This is an optimization exercise on Yosys and OpenROAD, whose aim is small area and a short achievable clock period, not a production implementation. At most, simulation tests tie the RTL to the original design; equivalence was not proved. No functional check of the RTL was part of runs 5, 7 and 8. No activity file was given, so power comes from the tool's default toggle rates.

==> design.v <==
module alu
  (
   input [2:0]       ctrl,
   input [31:0]      src_a, src_b,
   output reg [31:0] result);
   always @(*) begin
      case (ctrl)
        0: result = src_a & src_b;
        1: result = src_a | src_b;
        2: result = src_a + src_b;
        3: result = src_a * src_b;
        4: result = (src_b == 0) ? 32'hFFFFFFFF : src_a / src_b;
        6: result = src_a - src_b;
        7: result = src_a < src_b;
        default: result = src_a + src_b;
      endcase  
   end  
endmodule  
module dsp_alu
  (
   input             clk,
   input [2:0]       ctrl,
   input [31:0]      src_a, src_b,
   output reg [31:0] result);
   reg [2:0]         ctrl_q;
   reg [31:0]        src_a_q, src_b_q;
   wire [31:0]       alu_result;
   alu u_alu(.ctrl(ctrl_q), .src_a(src_a_q), .src_b(src_b_q), .result(alu_result));
   always @(posedge clk) begin
      ctrl_q  <= ctrl;
      src_a_q <= src_a;
      src_b_q <= src_b;
      result  <= alu_result;
   end
endmodule
==> run.sh <==
#!/bin/bash
# synth_recipe.tcl (not shown) runs the flow's synth.tcl, then flattens the netlist and writes it again
# the make line also repeats each setting of config.mk as NAME=value (left out here)
make -C /OpenROAD-flow-scripts/flow DESIGN_CONFIG=/design/flow/config.mk WORK_HOME=/design/flow/orfs CLKGATE_MAP_FILE= SYNTH_SCRIPT=/design/flow/synth_recipe.tcl finish
==> config.mk <==
export PLATFORM = sky130hd
export DESIGN_NAME = dsp_alu
export DESIGN_NICKNAME = dsp_alu
export VERILOG_FILES = /design/flow/design.v
export SDC_FILE = /design/flow/constraint.sdc
export NUM_CORES = 4
export LEC_CHECK = 0
export CAP_MARGIN = 20
export CORE_MARGIN = 2
export CORE_UTILIZATION = 40
export CTS_CLUSTER_DIAMETER = 60
export CTS_CLUSTER_SIZE = 12
export SLEW_MARGIN = 20
==> constraint.sdc <==
create_clock -name core_clock -period 70.0 [get_ports {clk}]
set_input_delay 14.0000 -clock core_clock [delete_from_list [all_inputs] [get_ports {clk}]]
set_output_delay 14.0000 -clock core_clock [all_outputs]
set_load 0.01 [all_outputs]
==> flow_summary_export.csv, run 1 <==
group,metric,value,unit
power,p_total,2.60,mW
clock_network,cts_tree,"done",
synth,netlist_area,51400,µm²
synth,synth.distinct_cells,108,
timing,fmax,0.0149,GHz
clock_network,htree_levels,3,
synth,synth_cells,7016,
route,drt_iter0_markers,6764,
clock_network,cts_buffer_depth,2,
timing,fin_crit_sh,0.961,
timing,fin_crit,67270,ps
power,power_density,44.6,nW/µm²
flow_run,maxCapViolations,0,
synth,ys_warn_count,2,
critical_path,start_kind,"register",
timing,hold_viol,0,
clock_network,root_buffer,"clkbuf_16",
synth,ys_seq_elements,99,
clock_network,path_clk_slew,130,ps
route,drtPass1Iterations,6,
power,cellLeakagePower,27.5,nW
critical_path,path_class,"register to register",
grt,grt_use_total,0.362,
synth,ys_seq_area_frac,0.0385,
final_layout,post-route-util,0.456,
clock_network,cts_buffers,9,
hold_path,min_path_cells,2,
route,avgRoutedWirePerCell,27.5,µm
final_layout,nets,8483,
power,ir_worst_vdd,0.168,mV
grt,grt.overflow.total,0,
floorplan,die_h,363,µm
timing,slew_headroom,0.268,
critical_path,cp.required,70380,ps
route,ant_nets,0,
timing,maxSlewViolCount,0,
final_layout,drive_above_1_share,0.116,
final_layout,fill_cells,13100,
floorplan,ios,100,
timing,skew,45.1,ps
hold_path,hold_path.class,"register to register",
route,post_drt_via_cell_ratio,6.28,
timing,worst_pin_slew,1100,ps
clock_network,cts_sinks,99,
placed_design,place_area,56200,µm²
critical_path,critical_path.slowest_cell,"or4_1",
grt,grt_pass1_vias,53400,
route,vias,56000,
final_layout,fin_area,58200,µm²
floorplan,dieArea,131000,µm²
route,drc,0,
grt,grt_pass1_wl,354000,µm
synth,avgSynthCellArea,7.33,µm²
placed_design,hpwlAfterDp,193000,µm
timing,setup_violations,0,
placed_design,routabilityCongestion,1.07,
clock_network,insertion_delay,490,ps
final_layout,syn_to_final_growth,13.1,%
critical_path,path_common_cell,"ha_1",
synth,synth_edf_count,0,
critical_path,reg2reg_depth,304,
route,wirelength,246000,µm
placed_design,io_buffers,99,
critical_path,critical-path-max-stage-delay,530,ps
synth,async_flop_share,0,
status,outcome,"no timing/DRC/antenna violations",
critical_path,crit_fanout,19,
floorplan,num_rows,131,
synth,synthesis.nets,8244,
synth,yosys_most_used_dff,"dfxtp_1",
critical_path,arrival,67650,ps
grt,grt_start_max_net_pins,40,
floorplan,core,128000,µm²
floorplan,die_x,363,µm
critical_path,end_kind,"register",
floorplan,start_util,0.403,
grt,antenna_found_initial,18,
[cells in the final DEF (no fill, tap or decap), types with 128 or more instances in the layout]
master | netlist | routed
a21o_1 | 186 | 185
nand3_1 | 133 | 128
xnor2_1 | 272 | 272
inv_1 | 704 | 694
buf_4 | 2 | 383
ha_1 | 750 | 746
o21ai_0 | 339 | 305
fa_1 | 410 | 410
nor3_1 | 152 | 139
nor2_1 | 700 | 686
a21oi_1 | 494 | 446
nand2_1 | 885 | 878
xor2_1 | 161 | 161
[sequential cells by signal, summed over array words and instances (netlist names)]
name     cells
src_b_q     32
src_a_q     32
result      32
ctrl_q       3
[where the power goes]
| group | switching, mW | total [mW] | leakage (nW) | internal, mW |
|---|---|---|---|---|
| clock network | 0.0377 | 0.0635 | 0.148 | 0.0257 |
| registers | 0.0112 | 0.0793 | 0.835 | 0.0680 |
| logic | 1.47 | 2.45 | 26.5 | 0.987 |
| total | 1.52 | 2.60 | 27.5 | 1.08 |
[per-layer routing]
metal | track usage | routed length (µm) | up-vias
met1 | 0.493 | 102000 | 27100
met2 | 0.543 | 102000 | 3168
met3 | 0.0739 | 26500 | 719
li1 | - | - | 25000
met5 | 0 | 188 | -
met4 | 0.175 | 14200 | 22
[worst paths after layout]
kind	startpoint	end	slack (ps)
setup / recovery	src_b_q[31]	result[0]	2730
hold / removal	ctrl_q[2]	result[7]	1030
setup reg to reg	src_b_q[31]	result[0]	2730
hold reg to reg	ctrl_q[2]	result[7]	1030
[cell usage after synthesis, drive strengths merged, types with 40 or more instances]
cell type,instances,area share
o21bai,54,0.0079
buf,56,0.0048
nor2b,61,0.0074
nor2,700,0.051
and3,40,0.0049
or2,46,0.0056
a31oi,87,0.011
fa,410,0.16
o21ai,357,0.035
dfxtp,99,0.039
xnor2,272,0.046
a21o,186,0.027
clkbuf,214,0.016
mux2,75,0.016
inv,706,0.052
o211ai,65,0.0096
nor3,155,0.015
xor2,161,0.027
nand2,888,0.065
ha,750,0.18
o31ai,51,0.0077
o21a,123,0.018
a211oi,53,0.0081
nand2b,54,0.0066
nand3,134,0.013
a21oi,496,0.048
nand4,52,0.0064
and2,44,0.0054
or3,46,0.0056
[kinds of logic (layout without fill, tap and decap cells)]
kind of cell	Yosys count	count (layout)	synth area share
AND/OR/NAND/NOR	2338	2338	0.205
AO/OA/AOI/OAI	1904	1907	0.247
adder cells (fa/ha/maj)	1160	1160	0.342
buffers and inverters	983	1224	0.0725
XOR/XNOR	433	433	0.0737
multiplexers	99	99	0.0212
flip-flops	99	99	0.0385
other	0	3	0
[final cells by class]
cell class / instances / area, µm² / share of cell area
diodes: 3 / 7.51 / 0.000129
well taps: 1662 / 2080 / 0.0358
flip-flops and latches: 99 / 1990 / 0.0342
clock inverters: 7 / 87.6 / 0.00151
repair buffers: 495 / 4040 / 0.0695
clock buffers: 9 / 225 / 0.00387
inverters: 713 / 2680 / 0.0460
multi-input cells: 5937 / 47100 / 0.809
[per-stage QoR]
| stage | std cells | setup TNS (ps) | hold WS, ps | setup WS [ps] |
|---|---|---|---|---|
| 2_1_floorplan | 7016 | 0 | 729 | 905 |
| 3_3_place_gp | 8851 | -1930 | 972 | -1750 |
| 3_5_place_dp | 8851 | -3400 | 965 | -2510 |
| 4_1_cts | 8872 | 0 | 1000 | 14.3 |
| 5_1_grt | 8923 | -524 | 1030 | -524 |
| 6_report | 8925 | 0 | 1030 | 2730 |
[worst max-delay path, delay by kind of cell (launching register included)]
kind / cells / cell delay (ps)
mux: 1 / 390
simple gates: 82 / 15810
fa+ha+maj: 31 / 9910
compound gates: 159 / 34640
buf+inv: 31 / 5800
flops: 1 / 430
[what timing repair did]
item,CTS,global route
setup endpoints to repair,2,3
buffers inserted,5,46
cloned,0,4
gates resized for setup,42,254
pin swaps,3,48
hold buffers,0,0
==> inputs of run 2 (changes only) <==
==> design.v (replaced) <==
module mdrow #(parameter W = 32)
  (
   input [W-1:0]  r,
   input [W-1:0]  x,
   input          ci,
   input          m,
   input          dv,
   output [W-1:0] ro,
   output         q);
   reg [W-1:0] g, p, c;
   reg         co;
   integer     l, i;
   always @(*) begin
      g = r & x;
      p = r ^ x;
      g[0] = g[0] | (p[0] & ci);
      for (l = 0; (1 << l) < W; l = l + 1)
        for (i = (2 << l) - 1; i < W; i = i + (2 << l)) begin
           g[i] = g[i] | (p[i] & g[i - (1 << l)]);
           p[i] = p[i] & p[i - (1 << l)];
        end
      for (l = 8; l >= 0; l = l - 1)
        if ((2 << l) < W)
          for (i = 3 * (1 << l) - 1; i < W; i = i + (2 << l)) begin
             g[i] = g[i] | (p[i] & g[i - (1 << l)]);
             p[i] = p[i] & p[i - (1 << l)];
          end
      c[0] = ci;
      for (i = 1; i < W; i = i + 1)
        c[i] = g[i-1];
      co = g[W-1];
   end
   wire sel = m & (co | ~dv);
   assign q  = co & m;
   assign ro = sel ? (r ^ x ^ c) : r;
endmodule
module dsp_alu
  (
   input             clk,
   input [2:0]       ctrl,
   input [31:0]      src_a, src_b,
   output [31:0]     result);
   localparam K1 = 20, K2 = 7;
   wire [31:0] a = src_a, b = src_b;
   wire op_and = ctrl == 3'd0;
   wire op_or  = ctrl == 3'd1;
   wire op_mul = ctrl == 3'd3;
   wire op_div = ctrl == 3'd4;
   wire op_sub = ctrl == 3'd6;
   wire op_slt = ctrl == 3'd7;
   wire op_add = ctrl == 3'd2 || ctrl == 3'd5;
   wire [31:0] x0 = op_mul ? a : op_add ? b : op_slt ? ~a : ~b;
   wire [31:0] r0 = (op_div | op_add | op_sub) ? a :
                    op_slt ? b : op_and ? (a & b) : op_or ? (a | b) : 32'd0;
   reg [31:0] m0;
   integer    k;
   always @(*) begin
      m0[0] = op_div | op_mul & b[0] | op_add | op_sub | op_slt;
      for (k = 1; k < 32; k = k + 1)
        m0[k] = op_div ? ~|(b >> (32 - k)) : op_mul & b[k];
   end
   wire [31:0] rv [0:32];
   wire [31:0] xv [0:32];
   wire [31:0] mq [0:32];
   wire        dv [0:32];
   wire        sb [0:32];
   wire        qs [0:32];
   assign rv[32] = r0;
   assign xv[32] = x0;
   assign mq[32] = m0;
   assign dv[32] = op_div;
   assign sb[32] = op_sub;
   assign qs[32] = op_div | op_slt;
   genvar j;
   generate
      for (j = 31; j >= 0; j = j - 1) begin : row
         wire [31:0] ri, xi, mi;
         wire        di, si, qi;
         if (j == K1 - 1 || j == K2 - 1) begin : cut
            reg [31:0] r_q, x_q, m_q;
            reg        d_q, s_q, qs_q;
            always @(posedge clk) begin
               r_q <= rv[j+1]; x_q <= xv[j+1]; m_q <= mq[j+1];
               d_q <= dv[j+1]; s_q <= sb[j+1]; qs_q <= qs[j+1];
            end
            assign ri = r_q; assign xi = x_q; assign mi = m_q;
            assign di = d_q; assign si = s_q; assign qi = qs_q;
         end else begin : nocut
            assign ri = rv[j+1]; assign xi = xv[j+1]; assign mi = mq[j+1];
            assign di = dv[j+1]; assign si = sb[j+1]; assign qi = qs[j+1];
         end
         wire [31-j:0] ro;
         wire          q;
         mdrow #(.W(32 - j)) u_row
           (.r(ri[31:j]), .x(xi[31-j:0]), .ci(di | (j == 0 ? si : 1'b0)),
            .m(mi[j]), .dv(di), .ro(ro), .q(q));
         if (j == 0) begin : lsb
            assign rv[j] = ro;
         end else begin : rest
            assign rv[j] = {ro, ri[j-1:0]};
         end
         assign mq[j] = (mi & ~(32'd1 << j)) | ({31'd0, q} << j);
         assign xv[j] = xi;
         assign dv[j] = di;
         assign sb[j] = si;
         assign qs[j] = qi;
      end
   endgenerate
   generate
      if (K2 == 0) begin : outreg
         reg [31:0] res_q;
         always @(posedge clk) res_q <= qs[0] ? mq[0] : rv[0];
         assign result = res_q;
      end else begin : outcomb
         assign result = qs[0] ? mq[0] : rv[0];
      end
   endgenerate
endmodule
==> flow_summary_export.csv, run 2 <==
group,metric,value,unit
clock_network,htree_levels,4,
clock_network,cts_sinks,198,
timing,setup_ws,23090,ps
final_layout,drive_above_1_share,0.0564,
synth,synth_compound_area_frac,0.251,
timing,holdWs,328,ps
clock_network,cts-resized-gates,0,
floorplan,core,87000,µm²
power,power_density,36.1,nW/µm²
timing,skew,19.9,ps
critical_path,path_buf_inv,5,
critical_path,end_kind,"register",
placed_design,dp_slack,23690,ps
clock_network,insertion_delay,480,ps
critical_path,cpLargestDelayFamily,"compound AO/OA/AOI/OAI gates",
hold_path,hold_path.class,"register to register",
power,ir_worst_vdd,0.0177,mV
grt,grt_start_max_net_pins,97,
synth,synth_xor_area_frac,0.0629,
final_layout,antennaDiodeCount,0,
synth,synth.top_cells.by_count,"nand2_1, ha_1, a21oi_1",
synth,ys_seq_elements,198,
synth,ys_warn_count,33,
hold_path,min_from,"row[19].cut.x_q[31]",
floorplan,die_h,301,µm
timing,finalSetupTns,0,ps
final_layout,nets,5134,
final_layout,multi_input_area,29600,µm²
synth,ys_seq_area_frac,0.112,
synth,avgSynthCellArea,8.16,µm²
clock_network,path_clk_slew,80,ps
timing,worst_pin_slew,1340,ps
grt,grt_pass1_vias,31100,
floorplan,die_x,301,µm
timing,slew_headroom,0.0937,
critical_path,reg2reg_slack,23090,ps
synth,netlist_area,35300,µm²
grt,grt.overflow.total,0,
route,wirelength,119000,µm
synth,synth.distinct_cells,83,
status,outcome,"no timing/DRC/antenna violations",
final_layout,reg.largest.list,"row.cut.m_q x64, row.cut.r_q x64, row.cut.x_q x64",
hold_path,min_path_cells,0,
route,vias,32400,
clock_network,cts_setup_buffers,0,
critical_path,r2r_start,"row[19].cut.x_q[0]",
clock_network,cts_tree,"done",
floorplan,num_rows,108,
route,avgRoutedWirePerCell,21.7,µm
timing,setup_violations,0,
floorplan,ios,100,
placed_design,hpwlAfterDp,95400,µm
synth,synth_top_family_by_area,"adder cells",
final_layout,final_common_cell,"nand2_1",
final_layout,seqCellArea,3970,µm²
clock_network,cts_buffers,17,
route,drc,0,
clock_network,postCtsHoldBufs,0,
flow_run,maxCapViolations,0,
final_layout,syn_to_final_growth,8.15,%
synth,synthSimpleGateAreaFrac,0.149,
route,ant_nets,0,
synth,synth_fa_ha_area_frac,0.332,
clock_network,root_buffer,"clkbuf_16",
grt,grt_pass1_wl,186000,µm
hold_path,whs_endpoint,"row[6].cut.x_q[31]",
final_layout,most-common-layout-cells,"nand2_1, ha_1, a21oi_1",
critical_path,critical-path-max-stage-delay,840,ps
placed_design,routabilityCongestion,0.940,
power,p_total,1.38,mW
timing,maxSlewViolCount,0,
critical_path,path_common_cell,"a21o_1",
timing,fin_crit_sh,0.670,
route,post_drt_via_cell_ratio,5.90,
critical_path,reg2reg_depth,172,
synth,synth_top_area_frac,0.172,
synth,synthesis.nets,5140,
critical_path,arrival,47210,ps
synth,synth_edf_count,0,
route,drt_iter0_markers,2859,
timing,fin_crit,46910,ps
floorplan,start_util,0.405,
placed_design,io_buffers,99,
clock_network,cts_buffer_depth,2,
grt,grt_use_total,0.264,
critical_path,r2r-end,"row[6].cut.r_q[29]",
timing,rsz0062_at_grt,"no",
critical_path,cp.required,70300,ps
synth,yosysTopAreaCell,"fa_1",
grt,antenna_found_initial,5,
synth,async_flop_share,0,
critical_path,path_class,"register to register",
timing,fmax,0.0213,GHz
critical_path,critical_path.slowest_cell,"o21ai_0",
synth,yosys_most_used_dff,"dfxtp_1",
floorplan,dieArea,90500,µm²
timing,hold_viol,0,
power,cellLeakagePower,17.4,nW
synth,synth_area_leaders,"fa_1, ha_1, dfxtp_1",
route,drtPass1Iterations,6,
critical_path,start_kind,"register",
synth,synth.most_common_cell,"nand2_1",
synth,synth_cells,4319,
final_layout,fill_cells,8797,
critical_path,crit_fanout,39,
synth,synthMuxAreaShare,0.0441,
-- run 2: changes by cell type after synthesis, sizes merged, moves of 44 or more --
cell	change
nand3	-90
dfxtp	+99
o21ai	-53
ha	-300
nor2	-433
nor3	-54
inv	-461
a21oi	-157
fa	-107
xnor2	-142
nand2	-405
a31oi	-44
-- run 2: worst max path at each step --
| stage | start | cells past startpoint | endpoint |
|---|---|---|---|
| finish | row[19].cut.x_q[0] | 172 | row[6].cut.r_q[29] |
| global route | row[19].cut.x_q[0] | 175 | row[6].cut.r_q[25] |
| CTS | row[19].cut.x_q[0] | 172 | row[6].cut.r_q[25] |
| detailed placement | row[19].cut.x_q[0] | 174 | row[6].cut.r_q[25] |
| global placement | row[19].cut.x_q[0] | 173 | row[6].cut.r_q[29] |
| floorplan | row[19].cut.d_q | 186 | row[6].cut.r_q[21] |
-- run 2: cell families after synthesis --
group | after synthesis
mux | 145
fa+ha+maj | 753
simple gates | 1161
xor+xnor | 253
compound gates | 1360
flops | 198
buf+inv | 449
-- run 2: layout make-up --
class                      count  share of cell area
clock buffer                  19              0.0119
clock inverter                13             0.00374
inverter                     245              0.0241
multi-input combinational   3672               0.777
sequential                   198               0.104
tap                         1155              0.0379
timing repair buffer         179              0.0414
-- run 2: per-stage QoR --
step | util | cell area (µm²) | std cells
2_1_floorplan | - | 35300 | 4319
3_3_place_gp | 0.431 | 37500 | 5449
3_5_place_dp | 0.431 | 37500 | 5449
4_1_cts | 0.438 | 38100 | 5481
5_1_grt | 0.438 | 38100 | 5481
6_report | 0.438 | 38100 | 5481
-- run 2: power breakdown --
group	internal, mW	total, mW	switching [mW]
Clock	0.0498	0.100	0.0506
Sequential	0.128	0.151	0.0231
Combinational	0.480	1.12	0.644
-- run 2: worst reg2reg max path, delay by kind of cell (launching register included) --
family | cells | cell delay (ps)
flip-flops | 1 | 300
buffers and inverters | 5 | 960
AO/OA/AOI/OAI | 103 | 26550
AND/OR/NAND/NOR | 36 | 8920
multiplexers | 7 | 3020
adder cells (fa/ha/maj) | 21 | 7000
-- run 2: metal layers --
| layer | up-vias | GRT usage | wire length, µm |
|---|---|---|---|
| met1 | 15600 | 0.377 | 55200 |
| li1 | 15500 | - | - |
| met2 | 1104 | 0.415 | 52200 |
| met3 | 189 | 0.0408 | 8700 |
| met4 | 6 | 0.0689 | 3080 |
| met5 | - | 0 | 37 |
==> inputs of run 3 (changes only) <==
--- a/design.v
+++ b/design.v
@@ -1,4 +1,4 @@
-module mdrow #(parameter W = 32)
+module mdrow #(parameter W = 32, parameter ARCH = 1)
   (
    input [W-1:0]  r,
    input [W-1:0]  x,
@@ -7,24 +7,43 @@
    input          dv,
    output [W-1:0] ro,
    output         q);
-   reg [W-1:0] g, p, c;
+   reg [W-1:0] g, t, c;
    reg         co;
    integer     l, i;
    always @(*) begin
       g = r & x;
-      p = r ^ x;
-      g[0] = g[0] | (p[0] & ci);
-      for (l = 0; (1 << l) < W; l = l + 1)
-        for (i = (2 << l) - 1; i < W; i = i + (2 << l)) begin
-           g[i] = g[i] | (p[i] & g[i - (1 << l)]);
-           p[i] = p[i] & p[i - (1 << l)];
-        end
-      for (l = 8; l >= 0; l = l - 1)
-        if ((2 << l) < W)
-          for (i = 3 * (1 << l) - 1; i < W; i = i + (2 << l)) begin
-             g[i] = g[i] | (p[i] & g[i - (1 << l)]);
-             p[i] = p[i] & p[i - (1 << l)];
-          end
+      t = r | x;
+      g[0] = g[0] | (t[0] & ci);
+      if (ARCH == 0) begin
+         for (i = 1; i < W; i = i + 1) begin
+            g[i] = g[i] | (t[i] & g[i-1]);
+         end
+      end else if (ARCH == 1) begin
+         for (l = 0; (1 << l) < W; l = l + 1)
+           for (i = (2 << l) - 1; i < W; i = i + (2 << l)) begin
+              g[i] = g[i] | (t[i] & g[i - (1 << l)]);
+              t[i] = t[i] & t[i - (1 << l)];
+           end
+         for (l = 8; l >= 0; l = l - 1)
+           if ((2 << l) < W)
+             for (i = 3 * (1 << l) - 1; i < W; i = i + (2 << l)) begin
+                g[i] = g[i] | (t[i] & g[i - (1 << l)]);
+                t[i] = t[i] & t[i - (1 << l)];
+             end
+      end else if (ARCH == 2) begin
+         for (l = 0; (1 << l) < W; l = l + 1)
+           for (i = W - 1; i >= 0; i = i - 1)
+             if ((i >> l) & 1) begin
+                g[i] = g[i] | (t[i] & g[((i >> l) << l) - 1]);
+                t[i] = t[i] & t[((i >> l) << l) - 1];
+             end
+      end else begin
+         for (l = 0; (1 << l) < W; l = l + 1)
+           for (i = W - 1; i >= (1 << l); i = i - 1) begin
+              g[i] = g[i] | (t[i] & g[i - (1 << l)]);
+              t[i] = t[i] & t[i - (1 << l)];
+           end
+      end
       c[0] = ci;
       for (i = 1; i < W; i = i + 1)
         c[i] = g[i-1];
@@ -32,7 +51,7 @@
    end
    wire sel = m & (co | ~dv);
    assign q  = co & m;
-   assign ro = sel ? (r ^ x ^ c) : r;
+   assign ro = r ^ ({W{sel}} & (x ^ c));
 endmodule
 module dsp_alu
   (
@@ -40,7 +59,7 @@
    input [2:0]       ctrl,
    input [31:0]      src_a, src_b,
    output [31:0]     result);
-   localparam K1 = 20, K2 = 7;
+   localparam K1 = 23, K2 = 6;
    wire [31:0] a = src_a, b = src_b;
    wire op_and = ctrl == 3'd0;
    wire op_or  = ctrl == 3'd1;
--- a/config.mk
+++ b/config.mk
@@ -5,9 +5,11 @@
 export SDC_FILE = /design/flow/constraint.sdc
 export NUM_CORES = 4
 export LEC_CHECK = 0
+export ABC_AREA = 1
 export CAP_MARGIN = 20
 export CORE_MARGIN = 2
-export CORE_UTILIZATION = 40
+export CORE_UTILIZATION = 60
 export CTS_CLUSTER_DIAMETER = 60
 export CTS_CLUSTER_SIZE = 12
 export SLEW_MARGIN = 20
+export SYNTH_HIERARCHICAL = 1
==> flow_summary_export.csv, run 3 <==
group,metric,value,unit
status,outcome,"no timing/DRC/antenna violations",
clock_network,cts_setup_buffers,0,
timing,hold_viol,0,
critical_path,reg2reg_depth,223,
power,cellLeakagePower,21.6,nW
placed_design,post-place-cells,7716,
final_layout,final_common_cell,"nand2_1",
synth,synth_cells,6815,
timing,fin_crit_sh,0.417,
critical_path,cp.required,56000,ps
grt,grt_use_total,0.340,
timing,slew_headroom,0.225,
route,post_drt_via_cell_ratio,5.35,
clock_network,htree_levels,4,
final_layout,most-common-layout-cells,"nand2_1, inv_1, nor2_1",
floorplan,start_util,0.606,
floorplan,die_h,259,µm
clock_network,cts_buffer_depth,2,
synth,async_flop_share,0,
clock_network,root_buffer,"clkbuf_16",
synth,avgSynthCellArea,5.72,µm²
critical_path,arrival,15210,ps
critical_path,critical-path-max-stage-delay,1090,ps
grt,antenna_found_initial,8,
clock_network,cts-resized-gates,0,
route,drc,0,
timing,fmax,0.0342,GHz
route,vias,41400,
clock_network,cts_sinks,198,
synth,ys_warn_count,39,
clock_network,path_clk_slew,80,ps
final_layout,reg.largest.list,"row.cut.m_q x64, row.cut.r_q x64, row.cut.x_q x64",
hold_path,min_path_cells,0,
critical_path,path_class,"register to output pin",
floorplan,die_x,259,µm
grt,grt.overflow.total,0,
synth,yosysTopAreaCell,"nand2_1",
route,drt_iter0_markers,3552,
placed_design,io_buffers,99,
clock_network,insertion_delay,480,ps
flow_run,maxCapViolations,0,
placed_design,hpwlAfterDp,90400,µm
grt,grt_pass1_wl,186000,µm
route,ant_nets,0,
synth,synth.distinct_cells,72,
synth,synth.top_cells.by_count,"nand2_1, inv_1, nor2_1",
timing,fin_crit,29210,ps
synth,yosys_most_used_dff,"dfxtp_1",
timing,finalSetupTns,0,ps
floorplan,num_rows,93,
synth,ys_seq_elements,198,
route,drtPass1Iterations,6,
route,avgRoutedWirePerCell,14.9,µm
floorplan,ios,100,
hold_path,hold_path.class,"register to register",
timing,skew,17.3,ps
power,power_density,55.6,nW/µm²
synth,synthesis.nets,6883,
final_layout,drive_above_1_share,0.132,
route,wirelength,115000,µm
critical_path,critical_path.slowest_cell,"dfxtp_1",
clock_network,cts_tree,"done",
floorplan,core,64300,µm²
final_layout,syn_to_final_growth,5.19,%
timing,worst_pin_slew,1160,ps
synth,synth_top_area_frac,0.228,
final_layout,finalNonFillerCells,7749,
clock_network,cts_buffers,17,
timing,setup_violations,0,
floorplan,dieArea,67000,µm²
power,ir_worst_vdd,0.0281,mV
grt,grt_start_max_net_pins,71,
critical_path,start_kind,"register",
final_layout,fill_cells,6465,
placed_design,routabilityCongestion,0.963,
critical_path,crit_fanout,62,
timing,rsz0062_at_grt,"no",
final_layout,nets,6948,
critical_path,path_common_cell,"nand2_4",
synth,synth_edf_count,0,
synth,synth.most_common_cell,"nand2_1",
synth,synth_area_leaders,"nand2_1, dfxtp_1, xor2_1",
timing,maxSlewViolCount,0,
clock_network,postCtsHoldBufs,0,
synth,netlist_area,39000,µm²
grt,grt_pass1_vias,36600,
critical_path,end_kind,"output pin",
final_layout,post-route-util,0.637,
synth,ys_seq_area_frac,0.102,
-- run 3: cell count changes after synthesis, sizes merged, moves of 303 or more --
cell   change
nand2   +2247
nand3    +474
xor2     +322
nor2     +315
fa       -303
ha       -450
inv      +730
-- run 3: worst paths after layout --
path	slack [ps]	start	end
worst max-delay path	40790	row[5].cut.x_q[14]	result[17]
worst min-delay path	330	row[22].cut.x_q[29]	row[5].cut.x_q[29]
worst max register to register	41400	row[22].cut.d_q	row[5].cut.r_q[23]
worst min register to register	330	row[22].cut.x_q[29]	row[5].cut.x_q[29]
-- run 3: metal layers --
layer / GRT usage / part of all wire
met2: 0.561 / 0.45
met4: 0.109 / 0.030
met5: 0 / 0.00034
met3: 0.0395 / 0.070
met1: 0.460 / 0.45
-- run 3: cell families (layout without fill, tap and decap cells) --
family,Yosys count,count (layout),synth area share
XOR/XNOR,656,656,0.156
multiplexers,32,32,0.00925
flip-flops,198,198,0.102
AO/OA/AOI/OAI,695,695,0.107
other,0,1,0
adder cells (fa/ha/maj),17,17,0.00494
AND/OR/NAND/NOR,4136,4136,0.500
buffers and inverters,1081,1159,0.121
-- run 3: area by class of cell --
| cell class | count | area (µm²) | share of cell area |
|---|---|---|---|
| Clock inverter | 14 | 178 | 0.00433 |
| Sequential cell | 198 | 3990 | 0.0972 |
| Tap cell | 855 | 1070 | 0.0261 |
| Antenna cell | 1 | 2.50 | 0.0000610 |
| Multi-Input combinational cell | 5536 | 30300 | 0.739 |
| Clock buffer | 18 | 429 | 0.0105 |
| Timing Repair Buffer | 149 | 1370 | 0.0333 |
| Inverter | 978 | 3670 | 0.0896 |
-- run 3: power breakdown --
group / switching, mW / internal (mW)
clock: 0.0528 / 0.0486
sequential: 0.0261 / 0.132
combinational: 1.30 / 0.721
-- run 3: critical path: cells and delay by family (launching register included) --
family	cells	cell delay (ps)
and+or+nand+nor	81	9210
buffers and inverters	4	1200
muxes	1	280
AOI/OAI and AO/OA	9	1290
DFF	1	1090
xor gates and xnor gates	4	1490
-- run 3: metrics by stage --
stage	hold slack, ps	setup WS [ps]	cell area, µm²	total power, mW
floorplan	310	45080	39000	1.74
global placement	310	41750	40400	2.13
detailed placement	312	41570	40400	2.15
CTS	331	41010	41000	2.26
global route	337	38390	41000	2.53
finish	329	40790	41000	2.28
==> inputs of run 4 (changes only) <==
--- a/config.mk
+++ b/config.mk
@@ -8,7 +8,7 @@
 export ABC_AREA = 1
 export CAP_MARGIN = 20
 export CORE_MARGIN = 2
-export CORE_UTILIZATION = 60
+export CORE_UTILIZATION = 40
 export CTS_CLUSTER_DIAMETER = 60
 export CTS_CLUSTER_SIZE = 12
 export SLEW_MARGIN = 20
==> flow_summary_export.csv, run 4 <==
group,metric,value,unit
clock_network,postCtsHoldBufs,0,
clock_network,path_clk_slew,80,ps
power,power_density,54.7,nW/µm²
placed_design,io_buffers,99,
flow_run,maxCapViolations,0,
synth,synth.top_cells.by_count,"nand2_1, inv_1, nor2_1",
clock_network,cts_buffers,17,
grt,grt_start_max_net_pins,63,
final_layout,drive_above_1_share,0.133,
critical_path,arrival,15090,ps
critical_path,critical-path-max-stage-delay,1100,ps
final_layout,finalNonFillerCells,8175,
synth,yosysTopAreaCell,"nand2_1",
critical_path,cpLargestDelayFamily,"simple AND/OR/NAND/NOR gates",
floorplan,dieArea,100000,µm²
placed_design,post-place-cells,8142,
timing,slew_headroom,0.215,
timing,maxSlewViolCount,0,
critical_path,start_kind,"register",
timing,fmax,0.0344,GHz
power,ir_worst_vdd,0.0299,mV
final_layout,nets,6953,
timing,fin_crit,29090,ps
grt,grt_pass1_wl,193000,µm
critical_path,critical_path.slowest_cell,"dfxtp_1",
power,p_total,2.27,mW
route,ant_nets,0,
synth,synth_edf_count,0,
timing,hold_viol,0,
synth,synth_area_leaders,"nand2_1, dfxtp_1, xor2_1",
final_layout,final_common_cell,"nand2_1",
floorplan,ios,100,
timing,skew,24.0,ps
timing,holdWs,323,ps
synth,yosys_most_used_dff,"dfxtp_1",
route,dr_wl_met3,6010,µm
synth,avgSynthCellArea,5.72,µm²
floorplan,core,96600,µm²
route,top_layer_used,"met5",
status,outcome,"no timing/DRC/antenna violations",
critical_path,end_kind,"output pin",
floorplan,start_util,0.404,
timing,setup_violations,0,
clock_network,cts-resized-gates,0,
floorplan,num_rows,114,
critical_path,path_common_cell,"nand2_4",
grt,antenna_found_initial,4,
synth,netlist_area,39000,µm²
critical_path,path_buf_inv,5,
final_layout,fill_cells,10400,
timing,fin_crit_sh,0.416,
route,wirelength,121000,µm
final_layout,reg.largest.list,"row.cut.m_q x64, row.cut.r_q x64, row.cut.x_q x64",
synth,ys_seq_area_frac,0.102,
critical_path,path_class,"register to output pin",
hold_path,hold_path.class,"register to register",
critical_path,cp.required,56000,ps
clock_network,cts_sinks,198,
clock_network,cts_tree,"done",
timing,worst_pin_slew,1180,ps
timing,finalSetupTns,0,ps
synth,ys_warn_count,39,
floorplan,die_h,316,µm
placed_design,routabilityCongestion,0.925,
clock_network,cts_buffer_depth,2,
timing,rsz0062_at_grt,"no",
synth,synth_top_area_frac,0.228,
synth,async_flop_share,0,
final_layout,most-common-layout-cells,"nand2_1, inv_1, nor2_1",
clock_network,root_buffer,"clkbuf_16",
synth,synth.distinct_cells,72,
critical_path,crit_fanout,62,
final_layout,syn_to_final_growth,6.62,%
route,vias,40700,
final_layout,post-route-util,0.430,
power,cellLeakagePower,21.6,nW
floorplan,die_x,316,µm
grt,grt_pass1_vias,36400,
synth,ys_seq_elements,198,
clock_network,cts_setup_buffers,0,
route,avgRoutedWirePerCell,14.9,µm
route,route.met2.wl,54600,µm
clock_network,htree_levels,4,
placed_design,hpwlAfterDp,95600,µm
synth,synth.most_common_cell,"nand2_1",
grt,grt.overflow.total,0,
route,post_drt_via_cell_ratio,4.98,
synth,synth_cells,6815,
route,drt_iter0_markers,3019,
route,drc,0,
grt,grt_use_total,0.240,
route,drtPass1Iterations,6,
clock_network,insertion_delay,500,ps
synth,synthesis.nets,6883,
route,wl_met1,58400,µm
## run 4: cell counts after synthesis
No cell type changed its count.
## run 4: cell type report
cell class                 count  area, µm²  area share
inverter                     978       3670      0.0884
tap                         1276       1600      0.0384
sequential                   198       3990      0.0960
clock buffer                  17        425      0.0102
antenna                        1       2.50   0.0000602
multi-input combinational   5536      30300       0.729
timing repair buffer         154       1400      0.0338
clock inverter                15        173     0.00416
## run 4: kinds of logic (layout without fill, tap and decap cells)
group           Yosys count  in the layout  synth area share
other cells               0              1                 0
xor+xnor                656            656             0.156
mux                      32             32           0.00925
flops                   198            198             0.102
simple gates           4136           4136             0.500
buf+inv                1081           1164             0.121
compound gates          695            695             0.107
fa+ha+maj                17             17           0.00494
## run 4: power breakdown
group	internal, mW	total (mW)	switching, mW
sequential	0.132	0.159	0.0261
combinational	0.721	2.01	1.29
clock	0.0506	0.102	0.0510
total	0.904	2.27	1.37
## run 4: worst paths after layout
path	startpoint	end	slack, ps	cells after the start
setup / recovery	row[5].cut.x_q[13]	result[5]	40910	93
hold / removal	row[22].cut.x_q[30]	row[5].cut.x_q[30]	320	0
setup reg to reg	row[22].cut.x_q[4]	row[5].cut.r_q[22]	42010	219
hold reg to reg	row[22].cut.x_q[30]	row[5].cut.x_q[30]	320	0
## run 4: stage by stage
| stage | setup WS (ps) | cell area (µm²) |
|---|---|---|
| floorplan | 45080 | 39000 |
| global placement | 41560 | 41000 |
| detailed placement | 41440 | 41000 |
| CTS | 40840 | 41500 |
| global route | 38460 | 41600 |
| finish | 40910 | 41600 |
## run 4: layer usage
metal | up-vias | global-route usage
met1 | 18400 | 0.331
met2 | 929 | 0.400
met3 | 126 | 0.0250
li1 | 21300 | -
met5 | - | 0
met4 | 4 | 0.0561
==> inputs of run 5 (changes only) <==
--- a/design.v
+++ b/design.v
@@ -59,7 +59,7 @@
    input [2:0]       ctrl,
    input [31:0]      src_a, src_b,
    output [31:0]     result);
-   localparam K1 = 23, K2 = 6;
+   localparam K1 = 20, K2 = 5;
    wire [31:0] a = src_a, b = src_b;
    wire op_and = ctrl == 3'd0;
    wire op_or  = ctrl == 3'd1;
==> flow_summary_export.csv, run 5 <==
group,metric,value,unit
synth,synth_top_area_frac,0.228,
route,drtPass1Iterations,6,
grt,grt_pass1_wl,181000,µm
route,ant_nets,0,
critical_path,cpLargestDelayFamily,"simple AND/OR/NAND/NOR gates",
clock_network,path_clk_slew,80,ps
power,cellLeakagePower,21.5,nW
critical_path,r2r_start,"row[19].cut.x_q[5]",
timing,fin_crit,27790,ps
clock_network,postCtsHoldBufs,0,
clock_network,cts_tree,"done",
clock_network,insertion_delay,500,ps
critical_path,cp_num_cells,120,
synth,yosys_most_used_dff,"dfxtp_1",
synth,netlist_area,39000,µm²
clock_network,root_buffer,"clkbuf_16",
route,wirelength,112000,µm
power,ir_worst_vdd,0.0272,mV
synth,ys_seq_elements,198,
critical_path,end_kind,"register",
route,post_drt_via_cell_ratio,4.90,
floorplan,start_util,0.404,
timing,maxSlewViolCount,0,
critical_path,startpoint,"ctrl[1]",
floorplan,dieArea,100000,µm²
clock_network,cts_buffers,17,
critical_path,critical_path.slowest_cell,"clkdlybuf4s50_1",
flow_run,maxCapViolations,0,
synth,async_flop_share,0,
route,avgRoutedWirePerCell,13.7,µm
final_layout,drive_above_1_share,0.131,
clock_network,htree_levels,4,
synth,synth.distinct_cells,72,
grt,grt_use_total,0.222,
clock_network,cts_buffer_depth,2,
timing,setup_violations,0,
floorplan,die_x,316,µm
synth,synth.top_cells.by_count,"nand2_1, inv_1, nor2_1",
power,power_density,54.3,nW/µm²
final_layout,post-route-util,0.429,
critical_path,crit_path_end,"row[19].cut.r_q[25]",
critical_path,path_common_cell,"nand2_1",
hold_path,hold_path.class,"register to register",
synth,synth_area_leaders,"nand2_1, dfxtp_1, xor2_1",
synth,yosysTopAreaCell,"nand2_1",
synth,avgSynthCellArea,5.72,µm²
final_layout,syn_to_final_growth,6.35,%
timing,fin_crit_sh,0.397,
final_layout,nets,6934,
timing,worst_pin_slew,1090,ps
grt,antenna_found_initial,2,
grt,grt_pass1_vias,35400,
synth,synth.most_common_cell,"nand2_1",
critical_path,critical-path-max-stage-delay,720,ps
final_layout,most-common-layout-cells,"nand2_1, inv_1, nor2_1",
clock_network,cts_sinks,198,
clock_network,cts_setup_buffers,0,
floorplan,core,96600,µm²
final_layout,fill_cells,10500,
synth,synth_cells,6815,
placed_design,io_buffers,99,
placed_design,routabilityCongestion,0.932,
floorplan,ios,100,
route,drt_iter0_markers,2493,
critical_path,crit_fanout,37,
critical_path,path_class,"input port to register",
floorplan,num_rows,114,
timing,slew_headroom,0.272,
timing,hold_viol,0,
synth,synth_edf_count,0,
route,vias,40000,
route,drc,0,
final_layout,final_common_cell,"nand2_1",
hold_path,min_path_cells,0,
timing,fmax,0.0360,GHz
timing,skew,20.4,ps
final_layout,reg.largest.list,"row.cut.m_q x64, row.cut.r_q x64, row.cut.x_q x64",
critical_path,reg2reg_depth,201,
status,outcome,"no timing/DRC/antenna violations",
placed_design,hpwlAfterDp,90100,µm
synth,ys_seq_area_frac,0.102,
floorplan,die_h,316,µm
critical_path,cp.required,70390,ps
timing,rsz0062_at_grt,"no",
clock_network,cts-resized-gates,0,
timing,finalSetupTns,0,ps
grt,grt.overflow.total,0,
critical_path,start_kind,"input port",
grt,grt_start_max_net_pins,63,
critical_path,r2r-end,"row[4].cut.r_q[9]",
synth,synthesis.nets,6883,
critical_path,path_buf_inv,5,
critical_path,arrival,28180,ps
synth,ys_warn_count,39,
critical_path,reg2reg_slack,42540,ps
run 5: cell counts after synthesis:
Identical to the previous run, type by type.
run 5: logic make-up (layout without fill, tap and decap cells):
| kind of cell | count (synthesis) | in the layout | synth area share |
|---|---|---|---|
| fa+ha+maj | 17 | 17 | 0.00494 |
| buf+inv | 1081 | 1145 | 0.121 |
| flops | 198 | 198 | 0.102 |
| xor+xnor | 656 | 656 | 0.156 |
| other cells | 0 | 3 | 0 |
| compound gates | 695 | 695 | 0.107 |
| simple gates | 4136 | 4136 | 0.500 |
| mux | 32 | 32 | 0.00925 |
run 5: report_power, final:
part	total [mW]	internal, mW	switching [mW]
registers	0.168	0.134	0.0342
clock network	0.106	0.0519	0.0539
logic	1.98	0.717	1.26
total	2.25	0.903	1.35
run 5: worst min-delay path by stage:
stage / slack (ps) / from / endpoint
floorplan: 310 / row[19].cut.m_q[0] / row[4].cut.m_q[0]
global placement: 310 / row[19].cut.qs_q / row[4].cut.qs_q
detailed placement: 310 / row[19].cut.qs_q / row[4].cut.qs_q
CTS: 330 / row[19].cut.qs_q / row[4].cut.qs_q
global route: 330 / row[19].cut.qs_q / row[4].cut.qs_q
finish: 330 / row[19].cut.qs_q / row[4].cut.qs_q
run 5: worst register-to-register path: cells and delay by family (launching register included):
family,cells,cell delay [ps]
and+or+nand+nor,158,18180
AOI/OAI and AO/OA,27,4110
xor gates and xnor gates,11,3420
buffers and inverters,5,1070
DFF,1,570
run 5: layer usage:
| layer | vias up | part of all wire | GRT usage |
|---|---|---|---|
| li1 | 21300 | - | - |
| met1 | 17800 | 0.48 | 0.301 |
| met2 | 761 | 0.45 | 0.370 |
| met3 | 134 | 0.052 | 0.0302 |
| met4 | 2 | 0.022 | 0.0563 |
| met5 | - | 0.00013 | 0 |
run 5: through the flow:
stage	setup WS [ps]	instance area [µm²]	cells	total power [mW]	hold slack [ps]
after floorplan	43820	39000	6815	1.75	310
after global placement	42250	40800	8123	2.11	311
after detailed placement	41840	40800	8123	2.14	312
after CTS	42260	41400	8155	2.26	328
after global routing	39480	41400	8155	2.52	335
final	42210	41400	8158	2.25	328
run 5: area by class of cell:
cell class	instances	area [µm²]	area share
repair buffers	135	1260	0.0304
inverters	978	3670	0.0886
well taps	1276	1600	0.0385
clock inverters	15	203	0.00489
flip-flops and latches	198	3990	0.0963
diodes	3	7.51	0.000181
multi-input cells	5536	30300	0.731
clock buffers	17	425	0.0103
==> inputs of run 6 (changes only) <==
--- a/design.v
+++ b/design.v
@@ -59,7 +59,7 @@
    input [2:0]       ctrl,
    input [31:0]      src_a, src_b,
    output [31:0]     result);
-   localparam K1 = 20, K2 = 5;
+   localparam K1 = 21, K2 = 5;
    wire [31:0] a = src_a, b = src_b;
    wire op_and = ctrl == 3'd0;
    wire op_or  = ctrl == 3'd1;
==> flow_summary_export.csv, run 6 <==
group,metric,value,unit
critical_path,startpoint,"row[4].cut.x_q[2]",
synth,synth.distinct_cells,72,
clock_network,cts_buffer_depth,2,
synth,synth.most_common_cell,"nand2_1",
critical_path,critical-path-max-stage-delay,730,ps
timing,rsz0062_at_grt,"no",
synth,synthesis.nets,6883,
power,power_frac_comb,0.884,
floorplan,ios,100,
grt,grt_start_max_net_pins,63,
final_layout,reg.largest.list,"row.cut.m_q x64, row.cut.r_q x64, row.cut.x_q x64",
route,avgRoutedWirePerCell,14.6,µm
critical_path,r2r_start,"row[20].cut.d_q",
route,ant_nets,0,
synth,avgSynthCellArea,5.72,µm²
route,vias,40500,
placed_design,routabilityCongestion,0.926,
hold_path,min_from,"row[20].cut.m_q[29]",
power,swShare,0.608,
synth,ys_seq_elements,198,
final_layout,nets,6945,
critical_path,start_kind,"register",
floorplan,num_rows,114,
floorplan,die_x,316,µm
route,drt_iter0_markers,3251,
synth,async_flop_share,0,
synth,synth_top_area_frac,0.228,
status,outcome,"no timing/DRC/antenna violations",
final_layout,final_common_cell,"nand2_1",
route,drc,0,
floorplan,core,96600,µm²
power,p_int,0.914,mW
power,ir_worst_vdd,0.0293,mV
synth,yosysTopAreaCell,"nand2_1",
final_layout,drive_above_1_share,0.132,
synth,synth_edf_count,0,
critical_path,end_kind,"output pin",
route,wirelength,119000,µm
synth,yosys_most_used_dff,"dfxtp_1",
clock_network,cts-resized-gates,0,
critical_path,path_common_cell,"nand2_4",
power,power_density,56.2,nW/µm²
placed_design,hpwlAfterDp,93500,µm
grt,grt_use_total,0.236,
critical_path,arrival,14120,ps
critical_path,path_class,"register to output pin",
timing,fin_crit_sh,0.402,
final_layout,syn_to_final_growth,6.49,%
timing,skew,17.3,ps
route,drtPass1Iterations,6,
power,clkPwrFrac,0.044,
final_layout,fill_cells,10400,
timing,setup_violations,0,
route,post_drt_via_cell_ratio,4.96,
synth,netlist_area,39000,µm²
timing,fin_crit,28120,ps
placed_design,io_buffers,99,
clock_network,cts_sinks,198,
synth,synth_cells,6815,
hold_path,hold_path.class,"register to register",
synth,ys_warn_count,39,
power,power_switching,1.42,mW
grt,grt_pass1_vias,36200,
clock_network,cts_tree,"done",
critical_path,reg2reg_slack,42200,ps
timing,holdWs,329,ps
placed_design,place_area,40900,µm²
clock_network,postCtsHoldBufs,0,
timing,hold_viol,0,
flow_run,maxCapViolations,0,
final_layout,fin_area,41500,µm²
power,power_frac_seq,0.071,
floorplan,start_util,0.404,
timing,slew_headroom,0.265,
clock_network,insertion_delay,490,ps
clock_network,htree_levels,4,
timing,fmax,0.0356,GHz
timing,maxSlewViolCount,0,
grt,antenna_found_initial,6,
synth,synth.top_cells.by_count,"nand2_1, inv_1, nor2_1",
clock_network,path_clk_slew,80,ps
floorplan,die_h,316,µm
critical_path,crit_fanout,62,
clock_network,cts_setup_buffers,0,
floorplan,dieArea,100000,µm²
clock_network,cts_buffers,17,
critical_path,critical_path.slowest_cell,"dfxtp_1",
power,p_total,2.33,mW
final_layout,most-common-layout-cells,"nand2_1, inv_1, nor2_1",
grt,grt.overflow.total,0,
power,cellLeakagePower,21.6,nW
timing,worst_pin_slew,1100,ps
critical_path,cp.required,56000,ps
timing,finalSetupTns,0,ps
synth,synth_area_leaders,"nand2_1, dfxtp_1, xor2_1",
grt,grt_pass1_wl,190000,µm
clock_network,root_buffer,"clkbuf_16",
synth,ys_seq_area_frac,0.102,
==> run 6: cell counts after synthesis <==
Identical to the previous run, type by type.
==> run 6: worst paths after layout <==
kind | end | depth (start not counted)
max | result[13] | 86
min | row[4].cut.m_q[29] | 0
max reg2reg | row[4].cut.r_q[7] | 216
min reg2reg | row[4].cut.m_q[29] | 0
==> run 6: kinds of logic after synthesis <==
| group | Yosys count | synth area share |
|---|---|---|
| AO/OA/AOI/OAI | 695 | 0.107 |
| XOR/XNOR | 656 | 0.156 |
| adder cells (fa/ha/maj) | 17 | 0.00494 |
| buffers and inverters | 1081 | 0.121 |
| flip-flops | 198 | 0.102 |
| multiplexers | 32 | 0.00925 |
| AND/OR/NAND/NOR | 4136 | 0.500 |
==> run 6: routing by layer <==
metal / global-route usage / up-vias / routed length [µm]
met5: 0 / - / 11
met4: 0.0601 / 2 / 2800
met3: 0.0220 / 127 / 6190
met2: 0.395 / 956 / 52900
met1: 0.325 / 18100 / 57100
li1: - / 21300 / -
==> run 6: critical path, delay by kind of cell (launching register included) <==
kind | cells | cell delay, ps
flops | 1 | 730
xor+xnor | 3 | 1520
mux | 1 | 400
buf+inv | 4 | 1480
simple gates | 71 | 8320
compound gates | 7 | 1030
==> run 6: layout make-up <==
class	instances	area, µm²	share of cell area
inverter	978	3670	0.0885
multi-input combinational	5536	30300	0.730
timing repair buffer	146	1340	0.0324
clock inverter	15	178	0.00428
clock buffer	17	425	0.0102
sequential	198	3990	0.0960
antenna	4	10.0	0.000241
tap	1276	1600	0.0385
==> run 6: power by group through the flow <==
stage / clock network, mW / logic (mW) / registers, mW
2_1_floorplan: 0 / 1.61 / 0.168
3_3_place_gp: 0 / 2.03 / 0.169
3_5_place_dp: 0 / 2.05 / 0.169
4_1_cts: 0.106 / 2.06 / 0.166
5_1_grt: 0.109 / 2.32 / 0.169
6_report: 0.103 / 2.06 / 0.166
==> run 6: stage by stage <==
| stage | setup slack (ps) | std cells | util |
|---|---|---|---|
| detailed placement | 42470 | 8134 | 0.423 |
| floorplan | 45110 | 6815 | - |
| CTS | 42050 | 8166 | 0.430 |
| global route | 38710 | 8168 | 0.430 |
| global placement | 42730 | 8134 | 0.423 |
| finish | 41880 | 8170 | 0.430 |
==> inputs of run 7 (changes only) <==
--- a/design.v
+++ b/design.v
@@ -1,4 +1,4 @@
-module mdrow #(parameter W = 32, parameter ARCH = 1)
+module mdrow #(parameter W = 32, parameter LAST = 0)
   (
    input [W-1:0]  r,
    input [W-1:0]  x,
@@ -14,42 +14,23 @@
       g = r & x;
       t = r | x;
       g[0] = g[0] | (t[0] & ci);
-      if (ARCH == 0) begin
-         for (i = 1; i < W; i = i + 1) begin
-            g[i] = g[i] | (t[i] & g[i-1]);
-         end
-      end else if (ARCH == 1) begin
-         for (l = 0; (1 << l) < W; l = l + 1)
-           for (i = (2 << l) - 1; i < W; i = i + (2 << l)) begin
-              g[i] = g[i] | (t[i] & g[i - (1 << l)]);
-              t[i] = t[i] & t[i - (1 << l)];
-           end
-         for (l = 8; l >= 0; l = l - 1)
-           if ((2 << l) < W)
-             for (i = 3 * (1 << l) - 1; i < W; i = i + (2 << l)) begin
-                g[i] = g[i] | (t[i] & g[i - (1 << l)]);
-                t[i] = t[i] & t[i - (1 << l)];
-             end
-      end else if (ARCH == 2) begin
-         for (l = 0; (1 << l) < W; l = l + 1)
-           for (i = W - 1; i >= 0; i = i - 1)
-             if ((i >> l) & 1) begin
-                g[i] = g[i] | (t[i] & g[((i >> l) << l) - 1]);
-                t[i] = t[i] & t[((i >> l) << l) - 1];
-             end
-      end else begin
-         for (l = 0; (1 << l) < W; l = l + 1)
-           for (i = W - 1; i >= (1 << l); i = i - 1) begin
-              g[i] = g[i] | (t[i] & g[i - (1 << l)]);
-              t[i] = t[i] & t[i - (1 << l)];
-           end
-      end
+      for (l = 0; (1 << l) < W; l = l + 1)
+        for (i = (2 << l) - 1; i < W; i = i + (2 << l)) begin
+           g[i] = g[i] | (t[i] & g[i - (1 << l)]);
+           t[i] = t[i] & t[i - (1 << l)];
+        end
+      for (l = 8; l >= 0; l = l - 1)
+        if ((2 << l) < W)
+          for (i = 3 * (1 << l) - 1; i < W; i = i + (2 << l)) begin
+             g[i] = g[i] | (t[i] & g[i - (1 << l)]);
+             t[i] = t[i] & t[i - (1 << l)];
+          end
       c[0] = ci;
       for (i = 1; i < W; i = i + 1)
         c[i] = g[i-1];
       co = g[W-1];
    end
-   wire sel = m & (co | ~dv);
+   wire sel = LAST ? m : m & (co | ~dv);
    assign q  = co & m;
    assign ro = r ^ ({W{sel}} & (x ^ c));
 endmodule
@@ -110,7 +91,7 @@
          end
          wire [31-j:0] ro;
          wire          q;
-         mdrow #(.W(32 - j)) u_row
+         mdrow #(.W(32 - j), .LAST(j == 0)) u_row
            (.r(ri[31:j]), .x(xi[31-j:0]), .ci(di | (j == 0 ? si : 1'b0)),
             .m(mi[j]), .dv(di), .ro(ro), .q(q));
          if (j == 0) begin : lsb
==> flow_summary_export.csv, run 7 <==
group,metric,value,unit
final_layout,fin_area,41400,µm²
critical_path,end_kind,"register",
synth,synth_xor_area_frac,0.154,
critical_path,path_class,"register to register",
timing,fin_crit,28250,ps
synth,yosys_most_used_dff,"dfxtp_1",
timing,skew,37.1,ps
critical_path,r2r-end,"row[4].cut.r_q[28]",
synth,async_flop_share,0,
power,cellLeakagePower,21.4,nW
critical_path,cpLargestDelayFamily,"simple AND/OR/NAND/NOR gates",
synth,synthMuxAreaShare,0.00928,
status,outcome,"no timing/DRC/antenna violations",
synth,synth_compound_area_frac,0.112,
grt,grt_pass1_vias,35600,
grt,grt_pass1_wl,186000,µm
synth,synthSimpleGateAreaFrac,0.499,
power,power_frac_comb,0.881,
power,power_frac_seq,0.073,
timing,setup_violations,0,
floorplan,dieArea,99600,µm²
synth,synth_edf_count,0,
route,wirelength,116000,µm
route,ant_nets,0,
floorplan,num_rows,114,
critical_path,critical_path.slowest_cell,"dfxtp_2",
clock_network,insertion_delay,510,ps
power,clkPwrFrac,0.046,
clock_network,cts_buffers,17,
placed_design,routabilityCongestion,0.901,
timing,hold_viol,0,
synth,synth_cells,6778,
synth,synth_area_leaders,"nand2_1, dfxtp_1, xor2_1",
critical_path,path_buf_inv,5,
grt,antenna_found_initial,9,
power,p_total,2.26,mW
synth,synth_top_area_frac,0.226,
final_layout,final_common_cell,"nand2_1",
synth,yosysTopAreaCell,"nand2_1",
timing,rsz0062_at_grt,"no",
timing,worst_pin_slew,951,ps
critical_path,crit_fanout,46,
hold_path,whs_endpoint,"row[4].cut.r_q[4]",
final_layout,most-common-layout-cells,"nand2_1, inv_1, nor2_1",
timing,slew_headroom,0.365,
clock_network,cts_sinks,198,
clock_network,cts_setup_buffers,0,
floorplan,die_h,316,µm
timing,fin_crit_sh,0.404,
final_layout,finalNonFillerCells,8127,
critical_path,reg2reg_depth,210,
synth,netlist_area,38800,µm²
hold_path,min_path_cells,0,
placed_design,post-place-cells,8094,
floorplan,start_util,0.403,
critical_path,critical-path-max-stage-delay,940,ps
synth,synth.top_cells.by_count,"nand2_1, inv_1, nor2_1",
power,ir_worst_vdd,0.0330,mV
route,drtPass1Iterations,9,
synth,ys_warn_count,39,
final_layout,drive_above_1_share,0.134,
synth,synthesis.nets,6846,
critical_path,cp.required,70380,ps
floorplan,die_x,316,µm
placed_design,hpwlAfterDp,92400,µm
clock_network,postCtsHoldBufs,0,
critical_path,reg2reg_slack,41750,ps
critical_path,arrival,28620,ps
clock_network,root_buffer,"clkbuf_16",
placed_design,io_buffers,99,
synth,synth_fa_ha_area_frac,0.00470,
clock_network,htree_levels,4,
flow_run,maxCapViolations,0,
route,drc,0,
final_layout,nets,6905,
route,avgRoutedWirePerCell,14.3,µm
hold_path,min_from,"row[20].cut.r_q[4]",
critical_path,start_kind,"register",
power,power_density,54.7,nW/µm²
power,power_switching,1.37,mW
placed_design,dp_slack,41960,ps
route,drt_iter0_markers,2833,
clock_network,cts_tree,"done",
critical_path,path_common_cell,"nand2_2",
clock_network,path_clk_slew,110,ps
placed_design,place_area,40800,µm²
final_layout,syn_to_final_growth,6.55,%
synth,ys_seq_elements,198,
synth,ys_seq_area_frac,0.102,
final_layout,reg.largest.list,"row.cut.m_q x64, row.cut.r_q x64, row.cut.x_q x64",
timing,setup_ws,41750,ps
hold_path,hold_path.class,"register to register",
timing,maxSlewViolCount,0,
clock_network,cts_buffer_depth,2,
timing,fmax,0.0354,GHz
power,p_int,0.891,mW
grt,grt_start_max_net_pins,63,
floorplan,ios,100,
floorplan,core,96400,µm²
synth,avgSynthCellArea,5.73,µm²
grt,grt.overflow.total,0,
synth,synth.distinct_cells,69,
route,vias,40100,
grt,grt_use_total,0.230,
clock_network,cts-resized-gates,0,
synth,synth.most_common_cell,"nand2_1",
timing,finalSetupTns,0,ps
synth,synth_top_family_by_area,"simple AND/OR/NAND/NOR gates",
critical_path,r2r_start,"row[20].cut.x_q[7]",
route,post_drt_via_cell_ratio,4.94,
power,swShare,0.606,
## run 7: cell type report
type / count / area, µm²
Fill cell: 10600 / 55000
Multi-Input combinational cell: 5515 / 30300
Sequential cell: 198 / 3990
Inverter: 962 / 3610
Tap cell: 1276 / 1600
Timing Repair Buffer: 143 / 1320
Clock buffer: 17 / 425
Clock inverter: 15 / 183
Antenna cell: 1 / 2.50
## run 7: per-layer routing
metal / up-vias / track usage / part of all wire / routed length [µm]
met5: - / 0 / 0.00011 / 13
met4: 2 / 0.0472 / 0.016 / 1900
met3: 99 / 0.0200 / 0.048 / 5570
met2: 825 / 0.389 / 0.46 / 52800
met1: 18000 / 0.318 / 0.48 / 55600
li1: 21200 / - / - / -
## run 7: power by group through the flow
stage	clock network (mW)	registers, mW	logic, mW
2_1_floorplan	0	0.168	1.58
3_3_place_gp	0	0.168	1.96
3_5_place_dp	0	0.168	1.98
4_1_cts	0.106	0.165	1.99
5_1_grt	0.109	0.168	2.25
6_report	0.104	0.165	2.00
## run 7: cells by family (layout without fill, tap and decap cells)
kind of cell	after synthesis	in the layout
compound gates	725	725
simple gates	4094	4094
fa+ha+maj	16	16
buf+inv	1065	1137
flops	198	198
mux	32	32
xor+xnor	648	648
other cells	0	1
## run 7: through the flow
step,util,hold WS [ps]
2_1_floorplan,-,310
3_3_place_gp,0.423,311
3_5_place_dp,0.423,312
4_1_cts,0.429,322
5_1_grt,0.429,326
6_report,0.429,322
## run 7: worst max-delay path by stage
stage | from | endpoint | slack (ps) | depth (start not counted)
6_report | row[20].cut.x_q[7] | row[4].cut.r_q[28] | 41750 | 210
5_1_grt | row[20].cut.x_q[7] | row[4].cut.r_q[5] | 38650 | 210
4_1_cts | row[20].cut.x_q[7] | row[4].cut.r_q[28] | 41800 | 212
3_5_place_dp | row[20].cut.x_q[7] | row[4].cut.r_q[8] | 41960 | 211
3_3_place_gp | row[20].cut.x_q[7] | row[4].cut.r_q[8] | 42510 | 209
2_1_floorplan | ctrl[2] | row[20].cut.r_q[23] | 45110 | 112
## run 7: worst reg2reg max path, delay by kind of cell, from the launching register on
family          cells  cell delay (ps)
flops               1              940
simple gates      171            18490
xor+xnor           11             3720
buf+inv             5             1000
compound gates     23             3970
==> inputs of run 8 (changes only) <==
--- a/config.mk
+++ b/config.mk
@@ -11,5 +11,6 @@
 export CORE_UTILIZATION = 40
 export CTS_CLUSTER_DIAMETER = 60
 export CTS_CLUSTER_SIZE = 12
+export PLACE_DENSITY = 0.85
 export SLEW_MARGIN = 20
 export SYNTH_HIERARCHICAL = 1
==> flow_summary_export.csv, run 8 <==
group,metric,value,unit
timing,fin_crit_sh,0.398,
timing,hold_viol,0,
hold_path,min_from,"row[20].cut.r_q[4]",
synth,ys_warn_count,39,
synth,synthesis.nets,6846,
synth,ys_seq_area_frac,0.102,
final_layout,seqCellArea,3990,µm²
timing,fmax,0.0359,GHz
clock_network,cts-resized-gates,0,
critical_path,arrival,28200,ps
final_layout,finalNonFillerCells,8125,
power,power_frac_comb,0.885,
route,post_drt_via_cell_ratio,5.16,
final_layout,fill_cells,10000,
final_layout,reg.largest.list,"row.cut.m_q x64, row.cut.r_q x64, row.cut.x_q x64",
critical_path,r2r_start,"row[20].cut.x_q[2]",
critical_path,startpoint,"row[20].cut.x_q[2]",
power,power_switching,1.39,mW
status,outcome,"no timing/DRC/antenna violations",
timing,worst_pin_slew,1110,ps
timing,rsz0062_at_grt,"no",
critical_path,path_class,"register to register",
timing,maxSlewViolCount,0,
grt,grt.overflow.total,0,
synth,synth.top_cells.by_count,"nand2_1, inv_1, nor2_1",
clock_network,cts_sinks,198,
clock_network,postCtsHoldBufs,0,
synth,synth_area_leaders,"nand2_1, dfxtp_1, xor2_1",
synth,synth_top_area_frac,0.226,
critical_path,critical_path.slowest_cell,"nand2_2",
grt,grt_pass1_wl,184000,µm
flow_run,maxCapViolations,0,
synth,synth.most_common_cell,"nand2_1",
critical_path,critical-path-max-stage-delay,520,ps
grt,grt_use_total,0.223,
synth,async_flop_share,0,
synth,synth_cells,6778,
timing,finalSetupTns,0,ps
clock_network,insertion_delay,490,ps
power,power_frac_seq,0.071,
final_layout,nets,6902,
timing,skew,19.0,ps
placed_design,io_buffers,99,
clock_network,cts_setup_buffers,0,
clock_network,cts_buffers,17,
floorplan,die_x,316,µm
critical_path,end_kind,"register",
placed_design,routabilityCongestion,0.967,
route,avgRoutedWirePerCell,14.0,µm
clock_network,cts_buffer_depth,2,
synth,synth_edf_count,0,
final_layout,most-common-layout-cells,"nand2_1, inv_1, nor2_1",
floorplan,ios,100,
synth,synth.distinct_cells,69,
synth,yosysTopAreaCell,"nand2_1",
floorplan,start_util,0.403,
power,p_int,0.893,mW
synth,avgSynthCellArea,5.73,µm²
placed_design,hpwlAfterDp,88700,µm
route,ant_nets,0,
placed_design,dp_slack,42660,ps
grt,antenna_found_initial,7,
floorplan,dieArea,99600,µm²
power,swShare,0.609,
route,wirelength,114000,µm
power,power_density,55.2,nW/µm²
power,cellLeakagePower,21.4,nW
final_layout,multi_input_area,30300,µm²
route,vias,41900,
clock_network,cts_tree,"done",
critical_path,start_kind,"register",
critical_path,path_buf_inv,4,
synth,netlist_area,38800,µm²
floorplan,die_h,316,µm
critical_path,crit_fanout,49,
clock_network,htree_levels,4,
route,drc,0,
grt,grt_pass1_vias,37800,
timing,slew_headroom,0.259,
timing,fin_crit,27830,ps
placed_design,post-place-cells,8091,
critical_path,cp.required,70370,ps
route,drt_iter0_markers,3586,
clock_network,path_clk_slew,70,ps
critical_path,path_common_cell,"nand2_2",
floorplan,core,96400,µm²
final_layout,syn_to_final_growth,6.43,%
timing,setup_ws,42170,ps
floorplan,num_rows,114,
route,drtPass1Iterations,9,
timing,setup_violations,0,
critical_path,cpLargestDelayFamily,"simple AND/OR/NAND/NOR gates",
grt,grt_start_max_net_pins,63,
synth,yosys_most_used_dff,"dfxtp_1",
power,clkPwrFrac,0.044,
final_layout,final_common_cell,"nand2_1",
synth,ys_seq_elements,198,
final_layout,drive_above_1_share,0.133,
power,ir_worst_vdd,0.0308,mV
hold_path,hold_path.class,"register to register",
clock_network,root_buffer,"clkbuf_16",
power,p_total,2.28,mW
==> run 8: changes by cell type in the layout (fill, tap and decap cells not counted), moves of 2 or more <==
cell,before,now
inv_8,2,0
clkinv_8,4,0
clkbuf_1,0,3
inv_6,6,2
buf_4,44,41
clkinv_4,0,3
clkbuf_8,0,4
==> run 8: area by class of cell <==
type / count / area share
multi-input combinational: 5515 / 0.732
sequential: 198 / 0.0964
inverter: 962 / 0.0874
tap: 1276 / 0.0386
timing repair buffer: 140 / 0.0314
clock buffer: 24 / 0.0119
clock inverter: 8 / 0.00215
antenna: 2 / 0.000121
==> run 8: power by group through the flow <==
stage          Sequential, mW  Clock [mW]  Combinational (mW)
6_report                0.163       0.101                2.02
5_1_grt                 0.165       0.106                2.25
4_1_cts                 0.162       0.102                1.99
3_5_place_dp            0.165           0                1.98
3_3_place_gp            0.164           0                1.93
2_1_floorplan           0.168           0                1.58
==> run 8: cells by family after synthesis <==
| kind of cell | Yosys count | synth area share |
|---|---|---|
| simple gates | 4094 | 0.499 |
| buf+inv | 1065 | 0.119 |
| compound gates | 725 | 0.112 |
| xor+xnor | 648 | 0.154 |
| flops | 198 | 0.102 |
| mux | 32 | 0.00928 |
| fa+ha+maj | 16 | 0.00470 |
==> run 8: final timing paths <==
path | to | slack, ps | cells past startpoint
min reg2reg | row[4].cut.r_q[4] | 320 | 0
min | row[4].cut.r_q[4] | 320 | 0
max | row[4].cut.r_q[9] | 42170 | 214
max reg2reg | row[4].cut.r_q[9] | 42170 | 214
==> run 8: per-stage QoR <==
| stage | hold slack [ps] | util | instance area [µm²] |
|---|---|---|---|
| 5_1_grt | 333 | 0.429 | 41300 |
| 2_1_floorplan | 310 | - | 38800 |
| 6_report | 322 | 0.429 | 41300 |
| 3_3_place_gp | 310 | 0.423 | 40800 |
| 3_5_place_dp | 312 | 0.423 | 40800 |
| 4_1_cts | 328 | 0.429 | 41300 |
==> run 8: metal layers <==
metal | track usage | share of wire
met5 | 0 | 0.00037
met4 | 0.0841 | 0.035
met3 | 0.0311 | 0.068
met2 | 0.384 | 0.46
met1 | 0.281 | 0.44

[separate check: timing with driven ports]
No port has a modelled driver above. Below, the same layouts with a new extraction and two added sets of constraints.
Step 1, drivers: a clkbuf_16 drives clk and a buf_2 each remaining input, both assumed.
Step 2, shift: input delay + t, output delay - t, t = (earliest + latest rising clock arrival at the registers) / 2. This alone moves slack from input paths to output paths.
a / b / c = ideal ports / drivers / drivers and shift; a / b = the first two.
run | t (ns) | setup slack, ns | worst register clock-pin slew, ns | worst slew at a driven data input, ns
run 1 | 0.530 | 2.729 / 2.729 / 2.729 | 0.13 / 0.13 | 0.12
run 2 | 0.540 | 23.095 / 23.095 / 23.095 | 0.08 / 0.08 | 0.07
run 3 | 0.534 | 40.786 / 40.726 / 41.260 | 0.09 / 0.09 | 0.09
run 4 | 0.556 | 40.913 / 40.847 / 41.403 | 0.09 / 0.09 | 0.07
run 5 | 0.550 | 42.206 / 42.223 / 41.673 | 0.09 / 0.09 | 0.05
run 6 | 0.548 | 41.877 / 41.811 / 42.197 | 0.09 / 0.09 | 0.10
run 7 | 0.554 | 41.755 / 41.755 / 41.755 | 0.11 / 0.11 | 0.08
run 8 | 0.546 | 42.174 / 42.174 / 42.174 | 0.08 / 0.08 | 0.14
After both steps setup and hold are still met in every run listed. For run 5, which loses most, drivers alone change the setup slack by +0.017 ns; drivers and shift together by -0.533 ns.
